From an optimization exercise on the open Yosys and OpenROAD flow, aimed at a short achievable clock period and few clock cycles; shortcuts taken in it are not production practice.
At most, simulation tests tie the RTL to the original design; equivalence was not proved.
No driver is modelled on the clock port, so clocking that relies on it looks cheaper here than on a real chip.
Power is estimated from default activity; no workload was simulated.

==> inputs of run B <==
// ARMcore_top
module ARMcore_top(
    input wire CLK,
    input wire Reset,  
    output wire [31:0] PC,
    input wire [31:0] Instr,
    output wire [31:0] DataAddr,
    output wire [31:0] WriteData,
    output wire MemWrite,
    input wire [31:0] ReadData
  );
Settings: LEC_CHECK=0, ABC_CLOCK_PERIOD_IN_PS=5000, CAP_MARGIN=20, CORE_MARGIN=2, CORE_UTILIZATION=40, SLEW_MARGIN=20; clock period 28.0 ns.
standard.sh (not shown) runs the stock make flow with config.mk's settings and CLKGATE_MAP_FILE= SYNTH_SCRIPT=/design/flow/synth_recipe.tcl, a recipe that flattens the netlist after the stock synthesis.
==> flow/flow/run.sh <==
#!/bin/bash
# Standard synthesis, then the standard layout steps with timing repair
# aiming for extra setup slack (the SDC is the design's, unchanged).
set -euo pipefail
EXTRA="SETUP_SLACK_MARGIN=${MARGIN:-21.5} MATCH_CELL_FOOTPRINT=0 TNS_END_PERCENT=100"
bash standard.sh synth > synth.log 2>&1
bash standard.sh $EXTRA finish > layout.log 2>&1
==> inputs of run D, as changes to run B <==
==> flow/flow/run.sh (replaced) <==
#!/bin/bash
# Standard synthesis, then the standard layout steps with timing repair
# aiming for extra setup slack (the SDC is the design's, unchanged), and
# after CTS the clock root split in 4 (flow/split_root.tcl).
set -euo pipefail
export FLOW_CLOCK_PORT=CLK
EXTRA="SETUP_SLACK_MARGIN=${MARGIN:-21.5} MATCH_CELL_FOOTPRINT=0 TNS_END_PERCENT=100 POST_CTS_TCL=$PWD/flow/split_root.tcl"
bash standard.sh synth > synth.log 2>&1
bash standard.sh $EXTRA finish > layout.log 2>&1
==> flow/flow/split_root.tcl (new file) <==
proc split_clock_root {} {
  set block [ord::get_db_block]
  set db [ord::get_db]
  set clk [$block findNet $::env(FLOW_CLOCK_PORT)]
  set roots [$clk getITerms]
  if {[llength $roots] != 1} {
    puts "split_clock_root: clock port drives [llength $roots] pins, left as it is"
    return
  }
  set root [[lindex $roots 0] getInst]
  set master [$root getMaster]
  set out ""
  foreach it [$root getITerms] {
    if {[$it isOutputSignal]} { set out [$it getNet] }
  }
  set loads {}
  foreach it [$out getITerms] {
    if {[$it isInputSignal]} { lappend loads $it }
  }
  if {[llength $loads] < 8} {
    puts "split_clock_root: root drives [llength $loads] pins, left as it is"
    return
  }
  # quadrants around the centre of the loads
  set sx 0; set sy 0
  foreach it $loads {
    set loc [[$it getInst] getLocation]
    set sx [expr {$sx + [lindex $loc 0]}]
    set sy [expr {$sy + [lindex $loc 1]}]
  }
  set cx [expr {$sx / [llength $loads]}]
  set cy [expr {$sy / [llength $loads]}]
  array set grp {}
  foreach it $loads {
    set loc [[$it getInst] getLocation]
    set q [expr {([lindex $loc 0] >= $cx ? 1 : 0) + ([lindex $loc 1] >= $cy ? 2 : 0)}]
    lappend grp($q) $it
  }
  set n 0
  foreach q [lsort [array names grp]] {
    set its $grp($q)
    set gx 0; set gy 0
    foreach it $its {
      set loc [[$it getInst] getLocation]
      set gx [expr {$gx + [lindex $loc 0]}]
      set gy [expr {$gy + [lindex $loc 1]}]
    }
    set gx [expr {$gx / [llength $its]}]
    set gy [expr {$gy / [llength $its]}]
    if {$n == 0} {
      # the original root keeps the first group
      foreach it $loads {
        if {[lsearch -exact $its $it] < 0} { $it disconnect }
      }
      $root setLocation $gx $gy
      $root setPlacementStatus PLACED
    } else {
      set buf [odb::dbInst_create $block $master "clkbuf_root_$n\_CLK"]
      set net [odb::dbNet_create $block "clknet_root_$n\_CLK"]
      $net setSigType CLOCK
      [$buf findITerm A] connect $clk
      [$buf findITerm X] connect $net
      foreach it $its { $it connect $net }
      $buf setLocation $gx $gy
      $buf setPlacementStatus PLACED
    }
    puts "split_clock_root: root $n drives [llength $its] pins at $gx $gy"
    incr n
  }
  global_connect
  detailed_placement
  check_placement -verbose
}
split_clock_root
==> flow/config.mk (replaced) <==
export PLATFORM = sky130hd
export DESIGN_NAME = ARMcore_top
export DESIGN_NICKNAME = ARMcore_top
export VERILOG_FILES = /design/flow/design.v
export SDC_FILE = /design/flow/constraint.sdc
export NUM_CORES = 4
export LEC_CHECK = 0
export ABC_CLOCK_PERIOD_IN_PS = 5000
export CAP_MARGIN = 20
export CORE_MARGIN = 2
export CORE_UTILIZATION = 58
export SLEW_MARGIN = 20
==> inputs of run P, as changes to run B <==
--- a/flow/design.v
+++ b/flow/design.v
@@ -1731,32 +1731,26 @@
     output wire [31:0] WriteData,
     output wire MemWrite,
     input wire [31:0] ReadData
   );
   localparam MH = 6;        
   reg [31:0] pcF;           
   reg        eValid;        
   reg [31:0] IR;
-  reg [15:0] selN, selM, selD;  
   reg [31:0] pc8E;          
   reg [31:0] pc4E;          
-  reg [BI+BT+1:2] pcE;      
-  localparam BI = 5;
-  localparam BT = 2;
-  localparam TB = 8;
-  localparam BN = 1 << BI;
-  reg [BN-1:0] btbValid;
-  reg [BT*BN-1:0] btbTag;
-  reg [TB*BN-1:0] btbTgt;
-  reg        rstQ;          
+  reg [11:2] pcE;           
+  reg [63:0] btbValid;
+  reg [4*64-1:0] btbTag;    
+  reg [10*64-1:0] btbTgt;   
   reg        mLoad;         
   reg        mMul;          
   reg [3:0]  mRd;
-  reg        mSetN;         
+  reg        mSetNZ;        
   reg [32*MH-1:0] mulRows;  
   reg [31:0] addrM, wdataM;
   reg        weM;
   reg        wLoad;         
   reg [3:0]  wRd;
   reg [31:0] ldData;
   reg N, Z, C, V;
   reg [32*15-1:0] RF;       
@@ -1802,41 +1796,37 @@
       default: condEx = 1'b1;
     endcase
   wire mWrite = mLoad | mMul;
   wire usesRn = ~isBr;
   wire usesRm = isDP & ~immOp;
   wire usesRd = isSTR;
   wire hazReg = mWrite & ((usesRn & (rn == mRd)) | (usesRm & (rm == mRd)) |
                           (usesRd & (rd == mRd)));
-  wire condN = (cond[3:1] == 3'b010) | (cond[3:1] == 3'b101) | (cond[3:1] == 3'b110);
-  wire hazFlag = mSetN & condN;
+  wire hazFlag = mSetNZ & (cond[3:1] != 3'b111);
   wire stall = eValid & (hazReg | hazFlag);
   wire go = eValid & ~stall & condEx;    
   wire fwdN = wLoad & (rn == wRd);
-  wire fwdM = wLoad & ~immOp & (rm == wRd);
+  wire fwdM = wLoad & (rm == wRd);
   wire fwdD = wLoad & (rd == wRd);
-  reg [31:0] rfN, rfM, rfD;
+  reg [31:0] rnV, rmV, rdV;
   integer k;
   always @(*)
     begin
-      rfN = {32{selN[15]}} & pc8E;
-      rfM = {32{selM[15]}} & pc8E;
-      rfD = {32{selD[15]}} & pc8E;
+      rnV = ({32{rn == 4'd15}} & pc8E) | ({32{fwdN}} & ldData);
+      rmV = ({32{rm == 4'd15}} & pc8E) | ({32{fwdM}} & ldData);
+      rdV = ({32{rd == 4'd15}} & pc8E) | ({32{fwdD}} & ldData);
       for (k = 0; k < 15; k = k + 1)
         begin
-          rfN = rfN | ({32{selN[k]}} & RF[32*k +: 32]);
-          rfM = rfM | ({32{selM[k]}} & RF[32*k +: 32]);
-          rfD = rfD | ({32{selD[k]}} & RF[32*k +: 32]);
+          rnV = rnV | ({32{~fwdN & (rn == k)}} & RF[32*k +: 32]);
+          rmV = rmV | ({32{~fwdM & (rm == k)}} & RF[32*k +: 32]);
+          rdV = rdV | ({32{~fwdD & (rd == k)}} & RF[32*k +: 32]);
         end
     end
-  wire [31:0] rnV = fwdN ? ldData : rfN;
-  wire [31:0] rmV = fwdM ? ldData : rfM;
-  wire [31:0] rdV = fwdD ? ldData : rfD;
-  wire [31:0] op2 = rmV | {24'b0, IR[7:0] & {8{immOp}}};
+  wire [31:0] op2 = immOp ? {24'b0, IR[7:0]} : rmV;
   wire [31:0] addB = cSub ? ~op2 : op2;
   wire [33:0] sum34 = {1'b0, rnV, 1'b1} + {1'b0, addB, cSub};
   wire [31:0] sum = sum34[32:1];
   wire cout = sum34[33];
   reg [31:0] aluRes;
   always @(*)
     if (cAnd)
       aluRes = rnV & op2;
@@ -1856,57 +1846,42 @@
   wire wrE = go & isDP & ~cMul & (rd != 4'd15);
   wire fwNZ = go & isDP & sBit & (cAdd | cSub | cAnd | cOrr);
   wire fwCV = go & isDP & sBit & (cAdd | cSub);
   wire [32*MH-1:0] treeRows;
   MulTree1 mulTree1(.a(rnV), .b(op2), .rows(treeRows));
   wire [31:0] mulS, mulC;
   MulTree2 mulTree2(.rows(mulRows), .s(mulS), .c(mulC));
   wire [31:0] prodM = mulS + mulC;
-  wire [31:0] tza, tzb;    
-  genvar t;
-  generate
-    for (t = 0; t < 32; t = t + 1)
-      begin : tz
-        assign tza[t] = ~(|rnV[t:0]);
-        assign tzb[t] = ~(|op2[t:0]);
-      end
-  endgenerate
-  wire [30:0] tzPair;
-  generate
-    for (t = 1; t < 32; t = t + 1)
-      begin : tzp
-        assign tzPair[t-1] = tza[t-1] & tzb[31-t];
-      end
-  endgenerate
-  wire zMul = tza[31] | tzb[31] | (|tzPair);
-  wire fwZmul = go & isMul & sBit;
+  wire [31:0] mulP = mulS ^ mulC;
+  wire [31:0] mulO = mulS | mulC;
+  wire zProd = ~mulP[0] & (&(mulP[31:1] ~^ mulO[30:0]));
   wire [31:0] target = pc8E + {{6{IR[23]}}, IR[23:0], 2'b00};
   wire taken = go & isBr;
   wire [31:0] nextE = taken ? target : pc4E;    
   wire resolve = eValid & ~stall;
   wire redirect = resolve & (nextE != pcF);
-  wire [BI-1:0] fIdx = pcF[BI+1:2];
-  wire fHit = ~rstQ & btbValid[fIdx] & (btbTag[BT*fIdx +: BT] == pcF[BI+BT+1:BI+2]);
-  wire [31:0] predNext = fHit ? {pcF[31:TB+2], btbTgt[TB*fIdx +: TB], 2'b00} : pcF + 32'd4;
-  wire [BI-1:0] eIdx = pcE[BI+1:2];
+  wire [5:0] fIdx = pcF[7:2];
+  wire fHit = btbValid[fIdx] & (btbTag[4*fIdx +: 4] == pcF[11:8]);
+  wire [31:0] predNext = fHit ? {pcF[31:12], btbTgt[10*fIdx +: 10], 2'b00} : pcF + 32'd4;
+  wire [5:0] eIdx = pcE[7:2];
   wire btbSet = resolve & taken;
   wire btbClr = redirect & ~taken;
   always @(posedge CLK)
-    if (rstQ)
-      btbValid <= {BN{1'b0}};
+    if (Reset)
+      btbValid <= 64'd0;
     else if (btbSet)
       btbValid[eIdx] <= 1'b1;
     else if (btbClr)
       btbValid[eIdx] <= 1'b0;
   always @(posedge CLK)
     if (btbSet)
       begin
-        btbTag[BT*eIdx +: BT] <= pcE[BI+BT+1:BI+2];
-        btbTgt[TB*eIdx +: TB] <= target[TB+1:2];
+        btbTag[4*eIdx +: 4] <= pcE[11:8];
+        btbTgt[10*eIdx +: 10] <= target[11:2];
       end
   always @(posedge CLK)
     if (Reset)
       begin
         pcF <= 32'd0;
         eValid <= 1'b0;
       end
     else if (~stall)
@@ -1921,76 +1896,64 @@
             pcF <= predNext;
             eValid <= 1'b1;
           end
       end
   always @(posedge CLK)
     if (~stall)
       begin
         IR <= Instr;
-        selN <= 16'd1 << Instr[19:16];
-        selM <= Instr[25] ? 16'd0 : 16'd1 << Instr[3:0];
-        selD <= 16'd1 << Instr[15:12];
         pc8E <= pcF + 32'd8;
         pc4E <= pcF + 32'd4;
-        pcE <= pcF[BI+BT+1:2];
+        pcE <= pcF[11:2];
       end
   always @(posedge CLK)
-    rstQ <= Reset;
-  always @(posedge CLK)
     if (Reset)
-      weM <= 1'b0;
-    else
-      weM <= go & isSTR;
-  always @(posedge CLK)
-    if (rstQ)
       begin
         mLoad <= 1'b0;
         mMul <= 1'b0;
-        mSetN <= 1'b0;
+        mSetNZ <= 1'b0;
+        weM <= 1'b0;
         wLoad <= 1'b0;
       end
     else
       begin
         mLoad <= go & isLDR & (rd != 4'd15);
         mMul <= go & isMul & (rd != 4'd15);
-        mSetN <= go & isMul & sBit;
+        mSetNZ <= go & isMul & sBit;
+        weM <= go & isSTR;
         wLoad <= mLoad & ~(wrE & (rd == mRd));
       end
   always @(posedge CLK)
     begin
       mRd <= rd;
       mulRows <= treeRows;
       addrM <= rnV + {20'b0, IR[11:0]};
       wdataM <= rdV;
       wRd <= mRd;
       ldData <= ReadData;
     end
   always @(posedge CLK)
-    if (rstQ)
+    if (Reset)
       {N, Z, C, V} <= 4'b0000;
     else
       begin
         if (fwNZ)
-          N <= fN;
-        else if (mSetN)
-          N <= prodM[31];
-        if (fwNZ)
-          Z <= fZ;
-        else if (fwZmul)
-          Z <= zMul;
+          {N, Z} <= {fN, fZ};
+        else if (mSetNZ)
+          {N, Z} <= {prodM[31], zProd};
         if (fwCV)
           {C, V} <= {fC, fV};
       end
   genvar g;
   generate
     for (g = 0; g < 15; g = g + 1)
       begin : rf
         always @(posedge CLK)
-          if (wrE && selD[g])
+          if (wrE && rd == g)
             RF[32*g +: 32] <= aluRes;
           else if (mMul && mRd == g)
             RF[32*g +: 32] <= prodM;
           else if (wLoad && wRd == g)
             RF[32*g +: 32] <= ldData;
       end
   endgenerate
 endmodule
==> flow/flow/run.sh (replaced) <==
#!/bin/bash
# Standard synthesis, then the standard layout steps with timing repair
# aiming for extra setup slack (the SDC is the design's, unchanged).
set -euo pipefail
EXTRA="SETUP_SLACK_MARGIN=${MARGIN:-21} MATCH_CELL_FOOTPRINT=0 TNS_END_PERCENT=100"
bash standard.sh synth > synth.log 2>&1
bash standard.sh $EXTRA finish > layout.log 2>&1
==> comparison table <==
metric	run P	run B	run D
Run status	timing/DRC/antenna clean	timing/DRC/antenna clean	timing/DRC/antenna clean
Switching pwr	0.007244 W	0.004811 W	0.004944 W
Commonest non-fill, non-tap cell in the layout	sky130_fd_sc_hd__edfxtp_1	sky130_fd_sc_hd__nand2_1	sky130_fd_sc_hd__nand2_1
Area fraction in compound gates after synthesis	18.58%	19.67%	19.67%
Fraction of met2 tracks used by global routing	55.81%	53.38%	70.97%
Cell area after synthesis	0.1197 mm²	0.08768 mm²	0.08768 mm²
Clock group	0.00291 W	0.00210 W	0.00209 W
Critical Path Stages	1	1	22
Worst Setup End Kind	output pin	output pin	flop
Worst Hold Slack	0.4675 ns	0.4719 ns	0.4663 ns
Layout net count	12175	9759	9750
Register-to-Register Setup Slack	21.02 ns	21.42 ns	21.33 ns
Met3 GRT Util	13.08%	15.04%	25.58%
Headroom to the max-slew limit	9.670%	14.83%	13.80%
Routed WL	602.2 mm	429.9 mm	416.0 mm
Vias	108602	82667	84133
Tightest Pin Transition	1.343 ns	1.277 ns	1.293 ns
Sequential-to-total area share from yosys stat	43.59%	40.60%	40.60%
Latest clock arrival within the worst-skew pair	1.01 ns	0.87 ns	0.63 ns
Area delta synth->final	12.95%	13.43%	12.08%
Post-synthesis simple-gate area fraction	11.95%	14.18%	14.18%
Violation count after the first detailed-routing iteration	18969	14805	16022
Share of post-route cells with drive strength above 1	15.58%	13.08%	12.99%
Number of multi-input combinational cells in the layout	8217	6617	6616
Wire length of the first global-routing pass	824.9 mm	594.4 mm	573.2 mm
Overall die area	0.3035 mm²	0.2229 mm²	0.1543 mm²
Non-clock buffer count in the final layout	644	562	-
Testbench counts of run B, summed over its fixed seeds: cycles 9,931.
Testbench counts of run D, summed over its fixed seeds: cycles 9,931.
The RTL of run P was laid out without a check of its function.

[separate check: timing with driven ports]
In the flow no input, the clock included, has a driving cell. The finished layouts below were timed again as built, in two steps.
Step 1: set_driving_cell puts a clkbuf_16 on CLK and a buf_2 on each other input, an assumption about the parent block.
Step 2 times the ports against the registers' clock, not the clock port: input delays grow and output delays shrink by t, the midpoint of the rising clock arrivals with the driver on.
Slacks: no drivers / after step 1 / after step 2; pairs: no drivers / after step 1.
run | t (ns) | setup WS [ns] | worst setup path at the end | clock arrival spread, ns | cell pins on the clock port's net
run B | 0.934 | 21.085 / 20.992 / 20.794 | input to register | 0.058 / 0.057 | 1
run D | 0.773 | 21.328 / 21.134 / 20.924 | input to register | 0.106 / 0.106 | 4
run P | 1.046 | 20.933 / 20.828 / 20.244 | input to register | 0.131 / 0.131 | 1
After both steps every run listed still meets setup and hold. For run P, which loses most, drivers alone change the setup slack by -0.105 ns; drivers and shift together by -0.689 ns.
